This design comes from an exercise in tuning for small area on the open sky130 flow, not from production work.
Function was checked by simulation only, so behaviour that the tests miss may differ from the original.
Power is estimated from default activity; no workload was simulated.

Setup of job 9013:
Design vlt, start of the top module:
module vlt (
    input clock
  , input reset
  , input important
  , input [8:0] opcode
  , input [9:0] start_ts
  , input [9:0] end_ts
  , input [11:0] prev_vbits
  , output [3:0] iq_shift1
  , output [3:0] iq_shift2
  , output iq_shift1_v
  , output iq_shift2_v
  , output [17:0] iq_vbits
  , output [3:0] rob_shift1
  , output [3:0] rob_shift2
  , output rob_shift1_v
  , output rob_shift2_v
  , output [17:0] rob_vbits
  , output [3:0] lq_shift1
  , output [3:0] lq_shift2
  , output lq_shift1_v
  , output lq_shift2_v
  , output [17:0] lq_vbits
  , output [3:0] sq_shift1
  , output [3:0] sq_shift2
  , output sq_shift1_v
  , output sq_shift2_v
  , output [17:0] sq_vbits
  , output [3:0] instbuff_shift1
  , output [3:0] instbuff_shift2
  , output instbuff_shift1_v
  , output instbuff_shift2_v
  , output [17:0] instbuff_vbits
  , input [11:0] total_qvbits0
  , input [11:0] total_qvbits1
  , input [11:0] total_qvbits2
  , input [11:0] total_qvbits3
  , input [9:0] rf_vbits_adj
  , input rf_vbits_adj_mode
  , input [11:0] total_sq_vbits
  , input [31:0] rf_live_vector
  , input [31:0] rf_kill_vector
  , output [19:0] total_svf
  , output [9:0] counter_iq
  , output [9:0] counter_rob
  , output [9:0] counter_lq
  , output [9:0] counter_sq
  , output [9:0] counter_instbuff
  );
Size: ~1300 cells after synthesis, roughly 12000 um^2 of cells after synthesis.
==> flow/config.mk <==
export PLATFORM = sky130hd
export DESIGN_NAME = vlt
export DESIGN_NICKNAME = vlt
export VERILOG_FILES = /design/flow/design.v
export SDC_FILE = /design/flow/constraint.sdc
export NUM_CORES = 4
export LEC_CHECK = 0
export ABC_AREA = 1
export CAP_MARGIN = 20
export CORE_MARGIN = 2
export CORE_UTILIZATION = 40
export PLACE_DENSITY = 0.6
export SLEW_MARGIN = 20
export SYNTH_HIERARCHICAL = 1
export SYNTH_MINIMUM_KEEP_SIZE = 0
==> flow/constraint.sdc <==
create_clock -name core_clock -period 9.0 [get_ports {clock}]
set_input_delay 1.8000 -clock core_clock [delete_from_list [all_inputs] [get_ports {clock}]]
set_output_delay 1.8000 -clock core_clock [all_outputs]
set_load 0.01 [all_outputs]
standard.sh (not shown) runs the stock make flow with config.mk's settings and CLKGATE_MAP_FILE= SYNTH_SCRIPT=/design/flow/synth_recipe.tcl, a recipe that flattens the netlist after the stock synthesis.
==> flow/flow/run.sh <==
#!/bin/bash
# Own layout flow: the standard synthesis (standard.sh, unchanged), then the
# combinational cells between the standard synthesis's registers and adder cells are
# re-mapped by ABC for area (remap.tcl), then the standard layout steps.
# Port buffers use sky130_fd_sc_hd__buf_1. Timing-driven global placement only uses the
# resizer virtually (GPL_KEEP_OVERFLOW=0): its buffers and resizes are not kept; the later
# standard repair steps fix timing.
# Logs: synth.log (standard synthesis), remap.log (yosys/ABC re-map), standard.log (the
# layout steps); each ORFS step also keeps its own log under orfs/logs/.
set -euo pipefail
HERE=$(pwd)
R=$HERE/orfs/results/sky130hd/vlt/base
export BUFFER_PORTS_ARGS="-buffer_cell sky130_fd_sc_hd__buf_1"
export GPL_KEEP_OVERFLOW=0
bash standard.sh $R/1_2_yosys.v > synth.log 2>&1
cp $R/1_2_yosys.v std_1_2_yosys.v
YOSYS=$FLOW_HOME/../tools/install/yosys/bin/yosys
[ -x "$YOSYS" ] || YOSYS=yosys
LIB=$FLOW_HOME/platforms/sky130hd/lib/sky130_fd_sc_hd__tt_025C_1v80.lib
DU=$(grep -o -- "-dont_use [^ ]*" $HERE/orfs/logs/sky130hd/vlt/base/1_2_yosys.log | sort -u | tr '\n' ' ')
printf 'strash\ndch -f\nmap -a\namap\ntopo\nbuffer -c\nupsize -c\ndnsize -c\n' > area.abc
cat > remap.ys <<Y
read_liberty -ignore_miss_func $LIB
read_verilog std_1_2_yosys.v
hierarchy -top $FLOW_TOP
select -module $FLOW_TOP -list
Y
KEEP=$(grep -o "sky130_fd_sc_hd__[a-z0-9_]*" std_1_2_yosys.v | sort -u | grep -E "__(fa|ha|df|sdf|edf|dl|conb)" | tr '\n' ' ')
cat > remap.ys <<Y
read_liberty -ignore_miss_func $LIB
read_verilog std_1_2_yosys.v
hierarchy -top $FLOW_TOP
setattr -mod -set keep_hierarchy 1 $KEEP
flatten
blackbox $KEEP
delete t:\$scopeinfo
opt_clean -purge
tee -o remap_before.txt stat -liberty $LIB
abc -script area.abc -liberty $LIB $DU -constr $HERE/orfs/objects/sky130hd/vlt/base/abc.constr -D 9000
opt_clean -purge
splitnets
opt_clean -purge
hilomap -singleton -hicell sky130_fd_sc_hd__conb_1 HI -locell sky130_fd_sc_hd__conb_1 LO
insbuf -buf sky130_fd_sc_hd__buf_4 A X
opt_clean -purge
tee -o remap_after.txt stat -liberty $LIB
write_verilog -noattr -nohex -nodec -noexpr remap_1_2_yosys.v
Y
$YOSYS -l remap.log -q remap.ys > /dev/null 2>&1
grep -q "^module $FLOW_TOP" remap_1_2_yosys.v
cp remap_1_2_yosys.v $R/1_2_yosys.v
touch $R/1_2_yosys.v
bash standard.sh > standard.log 2>&1
Job 9013 completed end to end with timing, DRC and antenna clean.
> inputs changed (job 9013 -> job 9468)
--- a/flow/flow/run.sh
+++ b/flow/flow/run.sh
@@ -3,7 +3,5 @@
 # combinational cells between the standard synthesis's registers and adder cells are
 # re-mapped by ABC for area (remap.tcl), then the standard layout steps.
-# Port buffers use sky130_fd_sc_hd__buf_1. Timing-driven global placement only uses the
-# resizer virtually (GPL_KEEP_OVERFLOW=0): its buffers and resizes are not kept; the later
-# standard repair steps fix timing.
+# Port buffers use sky130_fd_sc_hd__buf_1.
 # Logs: synth.log (standard synthesis), remap.log (yosys/ABC re-map), standard.log (the
 # layout steps); each ORFS step also keeps its own log under orfs/logs/.
@@ -12,5 +10,4 @@
 R=$HERE/orfs/results/sky130hd/vlt/base
 export BUFFER_PORTS_ARGS="-buffer_cell sky130_fd_sc_hd__buf_1"
-export GPL_KEEP_OVERFLOW=0
 bash standard.sh $R/1_2_yosys.v > synth.log 2>&1
 cp $R/1_2_yosys.v std_1_2_yosys.v
--- a/flow/config.mk
+++ b/flow/config.mk
@@ -7,9 +7,9 @@
 export LEC_CHECK = 0
 export ABC_AREA = 1
-export CAP_MARGIN = 20
+export CAP_MARGIN = 5
 export CORE_MARGIN = 2
 export CORE_UTILIZATION = 40
 export PLACE_DENSITY = 0.6
-export SLEW_MARGIN = 20
+export SLEW_MARGIN = 5
 export SYNTH_HIERARCHICAL = 1
 export SYNTH_MINIMUM_KEEP_SIZE = 0
## What came out
Reported for job 9013 and job 9468, number of antenna violations at the first check in global routing turned out identical to the last digit.
Compared with job 9013, in job 9468 mean post-synth cell area level, pin count of the biggest net entering global routing moved up.
Job 9468 against job 9013: reported combinational group power rose by about 2%, number of vias per cell after detailed routing fell by about 0.8%.
Comparing job 9468 against job 9013, there is no change at all in effective utilization at floorplan.
Compared with job 9013, placement density in the core of job 9468 is higher.
Total power ends up higher on job 9468.
The following lists how job 2276 was set up differently from job 9468:
==> flow/run.sh (new file) <==
#!/bin/bash
# synth_recipe.tcl (not shown) runs the flow's synth.tcl, then flattens the netlist and writes it again
# the make line also repeats each setting of config.mk as NAME=value (left out here)
make -C /OpenROAD-flow-scripts/flow DESIGN_CONFIG=/design/flow/config.mk WORK_HOME=/design/flow/orfs CLKGATE_MAP_FILE= SYNTH_SCRIPT=/design/flow/synth_recipe.tcl finish
--- a/flow/config.mk
+++ b/flow/config.mk
@@ -7,9 +7,9 @@
 export LEC_CHECK = 0
 export ABC_AREA = 1
-export CAP_MARGIN = 5
+export CAP_MARGIN = 20
 export CORE_MARGIN = 2
 export CORE_UTILIZATION = 40
 export PLACE_DENSITY = 0.6
-export SLEW_MARGIN = 5
+export SLEW_MARGIN = 20
 export SYNTH_HIERARCHICAL = 1
 export SYNTH_MINIMUM_KEEP_SIZE = 0
removed: flow/flow/run.sh
removed: flow/standard.sh
### Flow results
In job 2276, the number of buffer and inverter stages on the critical path came out 2 above the value in job 9468. Compared with job 9468, job 2276 ends up with a larger final cell area. From job 9468 to job 2276 the numbers moved as follows: number of gates given a new drive strength after cts rose by 8, initial antenna violation count moved up, area growth from synthesis to layout went up by 18 points. Job 2276 vs job 9468, cell with the largest stage delay on the worst path: sky130_fd_sc_hd__fa_2 vs sky130_fd_sc_hd__fa_1.
## Diff of input files: job 5907 against job 2276
==> flow/flow/run.sh (new file) <==
#!/bin/bash
# Own layout flow: the standard synthesis (standard.sh, unchanged), then the
# combinational cells between the standard synthesis's registers and adder cells are
# re-mapped by ABC for area (remap.ys), then the standard layout steps.
# Port buffers use sky130_fd_sc_hd__buf_1. Timing-driven global placement only uses the
# resizer virtually (GPL_KEEP_OVERFLOW=0): its buffers and resizes are not kept; the later
# standard repair steps fix timing.
# Logs: synth.log (standard synthesis), remap.log (yosys/ABC re-map), standard.log (the
# layout steps); each ORFS step also keeps its own log under orfs/logs/.
set -euo pipefail
HERE=$(pwd)
R=$HERE/orfs/results/sky130hd/vlt/base
export BUFFER_PORTS_ARGS="-buffer_cell sky130_fd_sc_hd__buf_1"
export GPL_KEEP_OVERFLOW=0
bash standard.sh $R/1_2_yosys.v > synth.log 2>&1
cp $R/1_2_yosys.v std_1_2_yosys.v
YOSYS=$FLOW_HOME/../tools/install/yosys/bin/yosys
[ -x "$YOSYS" ] || YOSYS=yosys
LIB=$FLOW_HOME/platforms/sky130hd/lib/sky130_fd_sc_hd__tt_025C_1v80.lib
DU=$(grep -o -- "-dont_use [^ ]*" $HERE/orfs/logs/sky130hd/vlt/base/1_2_yosys.log | sort -u | tr '\n' ' ')
printf 'strash\ndch -f\nmap -a\namap\ntopo\nbuffer -c\nupsize -c\ndnsize -c\n' > area.abc
cat > remap.ys <<Y
read_liberty -ignore_miss_func $LIB
read_verilog std_1_2_yosys.v
hierarchy -top $FLOW_TOP
select -module $FLOW_TOP -list
Y
KEEP=$(grep -o "sky130_fd_sc_hd__[a-z0-9_]*" std_1_2_yosys.v | sort -u | grep -E "__(fa|ha|df|sdf|edf|dl|conb)" | tr '\n' ' ')
cat > remap.ys <<Y
read_liberty -ignore_miss_func $LIB
read_verilog std_1_2_yosys.v
hierarchy -top $FLOW_TOP
setattr -mod -set keep_hierarchy 1 $KEEP
flatten
blackbox $KEEP
delete t:\$scopeinfo
opt_clean -purge
tee -o remap_before.txt stat -liberty $LIB
abc -script area.abc -liberty $LIB $DU -constr $HERE/orfs/objects/sky130hd/vlt/base/abc.constr -D 9000
opt_clean -purge
splitnets
opt_clean -purge
hilomap -singleton -hicell sky130_fd_sc_hd__conb_1 HI -locell sky130_fd_sc_hd__conb_1 LO
insbuf -buf sky130_fd_sc_hd__buf_4 A X
opt_clean -purge
tee -o remap_after.txt stat -liberty $LIB
write_verilog -noattr -nohex -nodec -noexpr remap_1_2_yosys.v
Y
$YOSYS -l remap.log -q remap.ys > /dev/null 2>&1
grep -q "^module $FLOW_TOP" remap_1_2_yosys.v
cp remap_1_2_yosys.v $R/1_2_yosys.v
touch $R/1_2_yosys.v
bash standard.sh > standard.log 2>&1
==> flow/standard.sh (new file) <==
#!/bin/bash
# synth_recipe.tcl (not shown) runs the flow's synth.tcl, then flattens the netlist and writes it again
# the make line also repeats each setting of config.mk as NAME=value (left out here)
make -C /OpenROAD-flow-scripts/flow DESIGN_CONFIG=/design/flow/config.mk WORK_HOME=/design/flow/orfs CLKGATE_MAP_FILE= SYNTH_SCRIPT=/design/flow/synth_recipe.tcl "${@:-finish}"
--- a/flow/config.mk
+++ b/flow/config.mk
@@ -10,4 +10,5 @@
 export CORE_MARGIN = 2
 export CORE_UTILIZATION = 40
+export GPL_TIMING_DRIVEN = 0
 export PLACE_DENSITY = 0.6
 export SLEW_MARGIN = 20
removed: flow/run.sh
[summary]
- Job 5907 vs job 2276 — clock skew rose 0.0034 ns.
- Layout overhead on the synthesized area down 9.5 points in job 5907 wrt job 2276
- Summary of job 5907 over job 2276: maximum clock frequency shrank by about 0.37%, global-route usage grew by 0.38 points.
Edits applied to the flow inputs when going from job 5907 to job 6543:
--- a/flow/flow/run.sh
+++ b/flow/flow/run.sh
@@ -2,8 +2,6 @@
 # Own layout flow: the standard synthesis (standard.sh, unchanged), then the
 # combinational cells between the standard synthesis's registers and adder cells are
-# re-mapped by ABC for area (remap.ys), then the standard layout steps.
-# Port buffers use sky130_fd_sc_hd__buf_1. Timing-driven global placement only uses the
-# resizer virtually (GPL_KEEP_OVERFLOW=0): its buffers and resizes are not kept; the later
-# standard repair steps fix timing.
+# re-mapped by ABC for area (remap.tcl), then the standard layout steps.
+# Port buffers use sky130_fd_sc_hd__buf_1.
 # Logs: synth.log (standard synthesis), remap.log (yosys/ABC re-map), standard.log (the
 # layout steps); each ORFS step also keeps its own log under orfs/logs/.
@@ -12,5 +10,4 @@
 R=$HERE/orfs/results/sky130hd/vlt/base
 export BUFFER_PORTS_ARGS="-buffer_cell sky130_fd_sc_hd__buf_1"
-export GPL_KEEP_OVERFLOW=0
 bash standard.sh $R/1_2_yosys.v > synth.log 2>&1
 cp $R/1_2_yosys.v std_1_2_yosys.v
@@ -19,5 +16,5 @@
 LIB=$FLOW_HOME/platforms/sky130hd/lib/sky130_fd_sc_hd__tt_025C_1v80.lib
 DU=$(grep -o -- "-dont_use [^ ]*" $HERE/orfs/logs/sky130hd/vlt/base/1_2_yosys.log | sort -u | tr '\n' ' ')
-printf 'strash\ndch -f\nmap -a\namap\ntopo\nbuffer -c\nupsize -c\ndnsize -c\n' > area.abc
+printf 'strash\ndch -f\nmap -a\namap\ntopo\nupsize -c\ndnsize -c\n' > area.abc
 cat > remap.ys <<Y
 read_liberty -ignore_miss_func $LIB
--- a/flow/config.mk
+++ b/flow/config.mk
@@ -10,5 +10,4 @@
 export CORE_MARGIN = 2
 export CORE_UTILIZATION = 40
-export GPL_TIMING_DRIVEN = 0
 export PLACE_DENSITY = 0.6
 export SLEW_MARGIN = 20
Findings:
From job 5907 to job 6543 the numbers moved as follows: wire length saw a decrease; critical path arrival went down. The area growth from synthesis to final layout in job 6543 was lower than what job 5907 gave. Taking job 5907 as the reference point, the design area of job 6543 falls by 6.4%. Looking at kind of critical path, the register to output pin result is from job 6543; the primary input to register one comes from job 5907.
For job 2924, these inputs were changed with respect to job 6543:
--- a/flow/flow/run.sh
+++ b/flow/flow/run.sh
@@ -16,5 +16,5 @@
 LIB=$FLOW_HOME/platforms/sky130hd/lib/sky130_fd_sc_hd__tt_025C_1v80.lib
 DU=$(grep -o -- "-dont_use [^ ]*" $HERE/orfs/logs/sky130hd/vlt/base/1_2_yosys.log | sort -u | tr '\n' ' ')
-printf 'strash\ndch -f\nmap -a\namap\ntopo\nupsize -c\ndnsize -c\n' > area.abc
+printf 'strash\ndch -f\nmap -a\namap\ntopo\nbuffer -c\nupsize -c\ndnsize -c\n' > area.abc
 cat > remap.ys <<Y
 read_liberty -ignore_miss_func $LIB
### Flow results
Summary of job 2924 over job 6543: final max-slew violation count saw little to no change; total global-route track usage +0.61 points; count of clock-net buffers in the final layout shows a reduction of 1.
Compared with job 6543, job 2924 shows a higher routed wire length on met2.
From job 6543 to job 2924, hold buffer count at CTS did not move at all.
The signed area change from the synthesized netlist to the final layout of job 2924 falls short of that of job 6543 by 2.1 points.
Max fraction of final layout cells sized beyond drive strength 1 across job 2924 and job 6543: job 6543
Highest cell delay on the worst timing path sits higher in job 2924 than in job 6543.

-- static timing again, ports no longer ideal --
The flow's constraints put no driver on any port. The routed layouts listed below were extracted and timed again, unchanged, in two steps. Step 1: set_driving_cell puts a clkbuf_16 on clock and a buf_2 on each other input, an assumption about the parent block. Step 2, shift: input delay + t, output delay - t, t = (earliest + latest rising clock arrival at the registers) / 2. This alone moves slack from input paths to output paths. a / b / c = no drivers / after step 1 / after step 2; a / b = the first two.
run | t, ns | setup WS [ns] | clock arrival spread, ns | slew at the worst register clock pin (ns) | worst slew at a driven data input, ns
job 9013 | 0.393 | 0.249 / 0.202 / -0.085 | 0.021 / 0.021 | 0.09 / 0.09 | 0.07
job 9468 | 0.399 | 0.242 / 0.269 / -0.130 | 0.012 / 0.013 | 0.08 / 0.08 | 0.07
job 2276 | 0.412 | 0.263 / 0.213 / -0.120 | 0.014 / 0.014 | 0.08 / 0.08 | 0.08
job 5907 | 0.398 | 0.231 / 0.224 / -0.139 | 0.018 / 0.017 | 0.09 / 0.09 | 0.07
job 6543 | 0.408 | 0.325 / 0.278 / -0.015 | 0.021 / 0.021 | 0.09 / 0.09 | 0.06
job 2924 | 0.399 | 0.242 / 0.269 / -0.130 | 0.012 / 0.013 | 0.08 / 0.08 | 0.07
With both steps, setup timing fails in every run listed, where it was met with ideal ports. For job 2276, which loses most, drivers alone change the setup slack by -0.050 ns; drivers and shift together by -0.383 ns.
